From an optimization exercise on the open Yosys and OpenROAD flow, aimed at small area and a short achievable clock period; shortcuts taken in it are not production practice. At most, simulation tests tie the RTL to the original design; equivalence was not proved. Power is estimated from default activity; no workload was simulated.

==> flow/design.v <==
module softplus8_pla (
    input  wire clk,
    input  wire rst,
    input  wire signed [15:0] x,
    output wire [15:0] y
);
  wire neg0 = x[15];
  wire tz0 = ~|x[6:0];
  wire [3:0] am0 = x[10:7] ^ {4{neg0}};
  wire big0 = neg0 ? ~&x[14:11] : |x[14:11];
  wire pos0 = ~neg0;                                         
  wire ge9 = am0[3] & (am0[2] | am0[1] | am0[0]);
  wire seg70 = ~neg0 & (big0 | ge9);                         
  wire zero0 = neg0 & (big0 | (am0[3] & am0[2]) | (am0 == 4'd11 & tz0));   
  wire [2:0] jh0 = (big0 | ge9) ? 3'd0 :
                   {am0 <= 4'd2, am0 >= 4'd3 & am0 <= 4'd5, am0 >= 4'd6};    
  wire inc0 = tz0 & ~big0 & (neg0 ? (am0 == 4'd2 | am0 == 4'd5) : am0 == 4'd9);
  wire dec0 = tz0 & ~big0 & (neg0 ? am0 == 4'd8 : (am0 == 4'd3 | am0 == 4'd6));
  wire [7:0] u0 = pos0 ? 8'd128 - {1'b0, x[6:0]} : {1'b0, x[6:0]};
  reg [15:7] xh1;
  reg [7:0] u1;
  reg [2:0] jh1;
  reg pos1, seg71, zero1, ci1, dec1;
  wire [12:0] w = {5'd0, u1};
  wire [12:0] rA = jh1[2] ? w << 5 : jh1[1] ? w << 3 : jh1[0] ? w << 1 : 13'd0;
  wire [12:0] rB = jh1[2] ? w << 3 : jh1[1] ? w << 2 : jh1[0] ? w : 13'd0;
  wire [12:0] rC = jh1[2] ? w << 1 : jh1[1] ? w : 13'd0;
  wire [12:0] s1 = rA ^ rB ^ rC;
  wire [12:0] c1 = ((rA & rB) | (rA & rC) | (rB & rC)) << 1;
  wire [7:0] lo = {1'b0, s1[6:0]} + {1'b0, c1[6:0]};
  wire [5:0] hi = s1[12:7] + c1[12:7];    
  wire [3:0] am1 = xh1[10:7] ^ {4{xh1[15]}};
  wire [7:0] K1;
  assign K1[0] = (~am1[0] & am1[1]) | (~am1[2] & ~am1[3]) | (am1[1] & am1[3]) | (~am1[0] & ~am1[2]) | (am1[0] & ~am1[1] & am1[2]);
  assign K1[1] = (~am1[0] & ~am1[3]) | (am1[1] & ~am1[2]);
  assign K1[2] = (~am1[1] & ~am1[2]) | (am1[0] & ~am1[2] & ~am1[3]) | (am1[0] & ~am1[1]);
  assign K1[3] = (am1[0] & ~am1[1] & ~am1[3]) | (am1[2]);
  assign K1[4] = (am1[0] & ~am1[1] & ~am1[2] & ~am1[3]) | (~am1[0] & am1[1] & ~am1[2] & ~am1[3]) | (~am1[0] & ~am1[1] & am1[2]);
  assign K1[5] = (am1[1] & ~am1[2] & ~am1[3]);
  assign K1[6] = (am1[0] & ~am1[1] & ~am1[2] & ~am1[3]);
  assign K1[7] = (~am1[0] & ~am1[1] & ~am1[2] & ~am1[3]);
  wire usep = pos1 | seg71;
  wire [9:0] Pl = usep ? {2'b0, xh1[7], ~u1[6:0] & {7{~u1[7]}}} : 10'd0;
  wire [7:0] Ke = zero1 ? 8'd0 : seg71 ? 8'd9 : K1;
  wire [9:0] An = seg71 ? {3'b111, ~xh1[14:8]} : {10{dec1}};
  wire [9:0] PK = Pl + {2'b0, Ke} + An + {9'd0, ci1};
  reg [6:0] ph2;
  reg [9:0] PK2;
  reg [5:0] H2;
  reg c72;
  wire [9:0] sl = PK2 + {4'd0, H2} + {9'd0, c72};
  reg [7:0] fl3;
  reg [6:0] ph3;
  reg [1:0] d3;
  wire [6:0] fh = ph3 + {{5{d3[1]}}, d3};
  reg [14:0] f4;
  always @(posedge clk) begin
    xh1 <= x[15:7]; u1 <= u0; jh1 <= jh0;
    pos1 <= pos0; seg71 <= seg70; zero1 <= zero0; dec1 <= dec0;
    ci1 <= tz0 ? ((seg70 & ~x[7]) | inc0) : pos0;
    ph2 <= usep ? xh1[14:8] : 7'd0; PK2 <= PK; H2 <= hi; c72 <= lo[7];
    fl3 <= sl[7:0]; ph3 <= ph2; d3 <= sl[9:8];
  end
  always @(posedge clk or posedge rst)
    if (rst) f4 <= 15'd0;
    else f4 <= {fh, fl3};
  assign y = {1'b0, f4};
endmodule
Settings: LEC_CHECK=0, CAP_MARGIN=20, CORE_MARGIN=2, CORE_UTILIZATION=70, SETUP_SLACK_MARGIN=2.9, SLEW_MARGIN=20; clock period 5.5 ns.
run.sh (not shown) runs the stock make flow with config.mk's settings and CLKGATE_MAP_FILE= SYNTH_SCRIPT=/design/flow/synth_recipe.tcl, a recipe that flattens the netlist after the stock synthesis.
Then changed:
==> flow/design.v (replaced) <==
module softplus8_pla (
    input  wire clk,
    input  wire rst,
    input  wire signed [15:0] x,
    output wire [15:0] y
);
  wire neg0 = x[15];
  wire tz0 = ~|x[6:0];
  wire [3:0] am0 = x[10:7] ^ {4{neg0}};
  wire big0 = neg0 ? ~&x[14:11] : |x[14:11];
  wire pos0 = ~neg0;                                         
  wire ge9 = am0[3] & (am0[2] | am0[1] | am0[0]);
  wire seg70 = ~neg0 & (big0 | ge9);                         
  wire zero0 = neg0 & (big0 | (am0[3] & am0[2]) | (am0 == 4'd11 & tz0));   
  wire [2:0] jh0 = (big0 | ge9) ? 3'd0 :
                   {am0 <= 4'd2, am0 >= 4'd3 & am0 <= 4'd5, am0 >= 4'd6};    
  wire inc0 = tz0 & ~big0 & (neg0 ? (am0 == 4'd2 | am0 == 4'd5) : am0 == 4'd9);
  wire dec0 = tz0 & ~big0 & (neg0 ? am0 == 4'd8 : (am0 == 4'd3 | am0 == 4'd6));
  wire [7:0] u0 = pos0 ? 8'd128 - {1'b0, x[6:0]} : {1'b0, x[6:0]};
  wire [7:0] K0;
  assign K0[0] = (~am0[0] & am0[1]) | (~am0[2] & ~am0[3]) | (am0[1] & am0[3]) | (~am0[0] & ~am0[2]) | (am0[0] & ~am0[1] & am0[2]);
  assign K0[1] = (~am0[0] & ~am0[3]) | (am0[1] & ~am0[2]);
  assign K0[2] = (~am0[1] & ~am0[2]) | (am0[0] & ~am0[2] & ~am0[3]) | (am0[0] & ~am0[1]);
  assign K0[3] = (am0[0] & ~am0[1] & ~am0[3]) | (am0[2]);
  assign K0[4] = (am0[0] & ~am0[1] & ~am0[2] & ~am0[3]) | (~am0[0] & am0[1] & ~am0[2] & ~am0[3]) | (~am0[0] & ~am0[1] & am0[2]);
  assign K0[5] = (am0[1] & ~am0[2] & ~am0[3]);
  assign K0[6] = (am0[0] & ~am0[1] & ~am0[2] & ~am0[3]);
  assign K0[7] = (~am0[0] & ~am0[1] & ~am0[2] & ~am0[3]);
  wire nz0 = ~tz0 | x[7];
  wire [8:0] Ke0 = zero0 ? 9'd0 : seg70 ? (nz0 ? -9'sd119 : -9'sd118) : {1'b0, K0};
  reg [14:7] xh1;
  reg [7:0] u1;
  reg [8:0] Ke1;
  reg [2:0] jh1;
  reg pos1, seg71, ci1, dec1;
  wire [13:0] w = {6'd0, u1};
  wire [13:0] rA = jh1[2] ? w << 5 : jh1[1] ? w << 3 : jh1[0] ? w << 1 : seg71 ? {~xh1[14:8], 7'd0} : 14'd0;
  wire [13:0] rB = jh1[2] ? w << 3 : jh1[1] ? w << 2 : jh1[0] ? w : 14'd0;
  wire [13:0] rC = jh1[2] ? w << 1 : jh1[1] ? w : 14'd0;
  wire [13:0] s1 = rA ^ rB ^ rC;
  wire [13:0] c1 = ((rA & rB) | (rA & rC) | (rB & rC)) << 1;
  wire [7:0] lo = {1'b0, s1[6:0]} + {1'b0, c1[6:0]};
  wire usep = pos1 | seg71;
  wire [9:0] Pl = dec1 ? {{3{~(usep & xh1[7])}}, 7'h7f} :
                  usep ? {2'b0, xh1[7], ~u1[6:0] & {7{~u1[7]}}} : 10'd0;
  wire [9:0] PK = Pl + {Ke1[8], Ke1} + {9'd0, ci1};
  reg [6:0] ph2;
  reg [9:0] PK2;
  reg [6:0] S2, C2;
  reg c72;
  wire [9:0] sl = PK2 + {3'd0, S2} + {3'd0, C2} + {9'd0, c72};
  reg [7:0] fl3;
  reg [6:0] ph3;
  reg [1:0] d3;
  wire [6:0] fh = ph3 + {{5{d3[1]}}, d3};
  reg [14:0] f4;
  always @(posedge clk) begin
    xh1 <= x[14:7]; u1 <= u0; jh1 <= jh0; Ke1 <= Ke0;
    pos1 <= pos0; seg71 <= seg70; dec1 <= dec0;
    ci1 <= tz0 ? inc0 : pos0;
    ph2 <= usep ? xh1[14:8] : 7'd0; PK2 <= PK; S2 <= s1[13:7]; C2 <= c1[13:7]; c72 <= lo[7];
    fl3 <= sl[7:0]; ph3 <= ph2; d3 <= sl[9:8];
  end
  always @(posedge clk or posedge rst)
    if (rst) f4 <= 15'd0;
    else f4 <= {fh, fl3};
  assign y = {1'b0, f4};
endmodule
What happened:
- utilization decreases by 4.2 points
- count of clock-buffer cells in the layout is higher by 1
- synthesized area came out higher by 5.2%
- die area grows by 5.0%
- worst hold slack stays flat
- via count stays flat
- wire length fell by 6.1%
- global-route usage went up by 1.7 points
- combinational power shrinks by 22%
- worst setup slack gets better by 0.41 ns
- total power drops by 4.4%
No functional check of the RTL was part of any run of this note.

---

Another version of the RTL of softplus8_pla (not shown whole).
Size in the first run: roughly 490 cells after synthesis, roughly 89 flip-flops, about 34 I/O pins.
==> module softplus8_pla, before the edit <==
module softplus8_pla (
    input  wire clk,
    input  wire rst,
    input  wire signed [15:0] x,
    output wire [15:0] y
);
  wire neg0 = x[15];
  wire tz0 = ~|x[6:0];
  wire [3:0] am0 = x[10:7] ^ {4{neg0}};
  wire big0 = neg0 ? ~&x[14:11] : |x[14:11];
  wire pos0 = ~neg0;                                         
  wire ge9 = am0[3] & (am0[2] | am0[1] | am0[0]);
  wire seg70 = ~neg0 & (big0 | ge9);                         
  wire zero0 = neg0 & (big0 | (am0[3] & am0[2]) | (am0 == 4'd11 & tz0));   
  wire [2:0] jh0 = (big0 | ge9) ? 3'd0 :
                   {am0 <= 4'd2, am0 >= 4'd3 & am0 <= 4'd5, am0 >= 4'd6};    
  wire inc0 = tz0 & ~big0 & (neg0 ? (am0 == 4'd2 | am0 == 4'd5) : am0 == 4'd9);
  wire dec0 = tz0 & ~big0 & (neg0 ? am0 == 4'd8 : (am0 == 4'd3 | am0 == 4'd6));
  wire [7:0] u0 = pos0 ? 8'd128 - {1'b0, x[6:0]} : {1'b0, x[6:0]};
  wire [7:0] K0;
  assign K0[0] = (~am0[0] & am0[1]) | (~am0[2] & ~am0[3]) | (am0[1] & am0[3]) | (~am0[0] & ~am0[2]) | (am0[0] & ~am0[1] & am0[2]);
  assign K0[1] = (~am0[0] & ~am0[3]) | (am0[1] & ~am0[2]);
  assign K0[2] = (~am0[1] & ~am0[2]) | (am0[0] & ~am0[2] & ~am0[3]) | (am0[0] & ~am0[1]);
  assign K0[3] = (am0[0] & ~am0[1] & ~am0[3]) | (am0[2]);
  assign K0[4] = (am0[0] & ~am0[1] & ~am0[2] & ~am0[3]) | (~am0[0] & am0[1] & ~am0[2] & ~am0[3]) | (~am0[0] & ~am0[1] & am0[2]);
  assign K0[5] = (am0[1] & ~am0[2] & ~am0[3]);
  assign K0[6] = (am0[0] & ~am0[1] & ~am0[2] & ~am0[3]);
  assign K0[7] = (~am0[0] & ~am0[1] & ~am0[2] & ~am0[3]);
  wire nz0 = ~tz0 | x[7];
  reg [14:7] xh1;
  reg [7:0] u1;
  reg [7:0] K1;
  reg [2:0] jh1;
  reg pos1, seg71, zero1, nz1, ci1, dec1;
  wire [13:0] w = {6'd0, u1};
  wire [13:0] rA = jh1[2] ? w << 5 : jh1[1] ? w << 3 : jh1[0] ? w << 1 : seg71 ? {~xh1[14:8], 7'd0} : 14'd0;
  wire [13:0] rB = jh1[2] ? w << 3 : jh1[1] ? w << 2 : jh1[0] ? w : 14'd0;
  wire [13:0] rC = jh1[2] ? w << 1 : jh1[1] ? w : 14'd0;
  wire [13:0] s1 = rA ^ rB ^ rC;
  wire [13:0] c1 = ((rA & rB) | (rA & rC) | (rB & rC)) << 1;
  wire [13:0] sc = s1 + c1;    
  wire usep = pos1 | seg71;
  wire [9:0] Pl = dec1 ? {{3{~(usep & xh1[7])}}, 7'h7f} :
                  usep ? {2'b0, xh1[7], ~u1[6:0] & {7{~u1[7]}}} : 10'd0;
  wire [9:0] Ke = zero1 ? 10'd0 : seg71 ? (nz1 ? -10'sd119 : -10'sd118) : {2'b0, K1};
  wire [9:0] PK = Pl + Ke + {9'd0, ci1};
  reg [6:0] ph2;
  reg [9:0] PK2;
  reg [6:0] E2;
  wire [9:0] sl = PK2 + {3'd0, E2};
  reg [7:0] fl3;
  reg [6:0] ph3;
  reg [1:0] d3;
  wire [6:0] fh = ph3 + {{5{d3[1]}}, d3};
  reg [14:0] f4;
  always @(posedge clk) begin
    xh1 <= x[14:7]; u1 <= u0; jh1 <= jh0; K1 <= K0;
    pos1 <= pos0; seg71 <= seg70; zero1 <= zero0; nz1 <= nz0; dec1 <= dec0;
    ci1 <= tz0 ? inc0 : pos0;
    ph2 <= usep ? xh1[14:8] : 7'd0; PK2 <= PK; E2 <= sc[13:7];
    fl3 <= sl[7:0]; ph3 <= ph2; d3 <= sl[9:8];
  end
  always @(posedge clk or posedge rst)
    if (rst) f4 <= 15'd0;
    else f4 <= {fh, fl3};
  assign y = {1'b0, f4};
endmodule
clock: 5.5 ns
lec_check: 0
cap_margin: 20
core_margin: 2
core_utilization: 70
setup_slack_margin: 3.2
slew_margin: 20
standard.sh (not shown) runs the stock make flow with config.mk's settings and CLKGATE_MAP_FILE= SYNTH_SCRIPT=/design/flow/synth_recipe.tcl, a recipe that flattens the netlist after the stock synthesis.
==> flow/flow/run.sh <==
#!/bin/bash
set -o pipefail
cp standard.sh standard_copy.log
export BUFFER_PORTS_ARGS="-buffer_cell sky130_fd_sc_hd__buf_2"
bash standard.sh > standard.log 2>&1
Rerun with:
--- a/flow/design.v
+++ b/flow/design.v
@@ -38,7 +38,7 @@
   wire [13:0] rC = jh1[2] ? w << 1 : jh1[1] ? w : 14'd0;
   wire [13:0] s1 = rA ^ rB ^ rC;
   wire [13:0] c1 = ((rA & rB) | (rA & rC) | (rB & rC)) << 1;
-  wire [13:0] sc = s1 + c1;    
+  wire [7:0] lo = {1'b0, s1[6:0]} + {1'b0, c1[6:0]};
   wire usep = pos1 | seg71;
   wire [9:0] Pl = dec1 ? {{3{~(usep & xh1[7])}}, 7'h7f} :
                   usep ? {2'b0, xh1[7], ~u1[6:0] & {7{~u1[7]}}} : 10'd0;
@@ -46,8 +46,9 @@
   wire [9:0] PK = Pl + Ke + {9'd0, ci1};
   reg [6:0] ph2;
   reg [9:0] PK2;
-  reg [6:0] E2;
-  wire [9:0] sl = PK2 + {3'd0, E2};
+  reg [6:0] S2, C2;
+  reg c72;
+  wire [9:0] sl = PK2 + {3'd0, S2} + {3'd0, C2} + {9'd0, c72};
   reg [7:0] fl3;
   reg [6:0] ph3;
   reg [1:0] d3;
@@ -57,7 +58,7 @@
     xh1 <= x[14:7]; u1 <= u0; jh1 <= jh0; K1 <= K0;
     pos1 <= pos0; seg71 <= seg70; zero1 <= zero0; nz1 <= nz0; dec1 <= dec0;
     ci1 <= tz0 ? inc0 : pos0;
-    ph2 <= usep ? xh1[14:8] : 7'd0; PK2 <= PK; E2 <= sc[13:7];
+    ph2 <= usep ? xh1[14:8] : 7'd0; PK2 <= PK; S2 <= s1[13:7]; C2 <= c1[13:7]; c72 <= lo[7];
     fl3 <= sl[7:0]; ph3 <= ph2; d3 <= sl[9:8];
   end
   always @(posedge clk or posedge rst)
=>
- The changed run completed without violations
- cell area goes down by 3.8%
- clock-buffer cell count does not change
- clock skew goes down by 0.0035 ns
- maximum frequency goes up by 21%
- via count goes down by 8.7%
- global-route usage goes down by 3.8 points
- core utilization goes down by 4.7 points
- die area goes up by 2.9%
For the first run of this note, only the layout was checked, not whether the RTL still works.

==> re-timing with driven ports <==
No port has a modelled driver above. Below, the same layouts with a new extraction and two added sets of constraints. Step 1 (the two cells are an assumption about what drives the block):
set clk [get_ports {clk}]
set_driving_cell -lib_cell sky130_fd_sc_hd__clkbuf_16 $clk
set_driving_cell -lib_cell sky130_fd_sc_hd__buf_2 [delete_from_list [all_inputs] $clk]
Step 2, shift: input delay + t, output delay - t, t = (earliest + latest rising clock arrival at the registers) / 2. This alone moves slack from input paths to output paths. a / b / c = no drivers / after step 1 / after step 2; a / b = the first two.
| run | t, ns | slack for setup (ns) | worst slew at a driven data input, ns |
|---|---|---|---|
| the first run of note 1 | 0.397 | 2.437 / 2.437 / 2.437 | 0.04 |
| the second run of note 1 | 0.373 | 2.849 / 2.857 / 2.484 | 0.04 |
| the first run of note 2 | 0.385 | 2.697 / 2.697 / 2.697 | 0.04 |
| the second run of note 2 | 0.378 | 3.175 / 3.175 / 2.887 | 0.03 |
After both steps setup and hold are still met in every run listed. For the second run of note 1, which loses most, drivers alone change the setup slack by +0.008 ns; drivers and shift together by -0.365 ns.
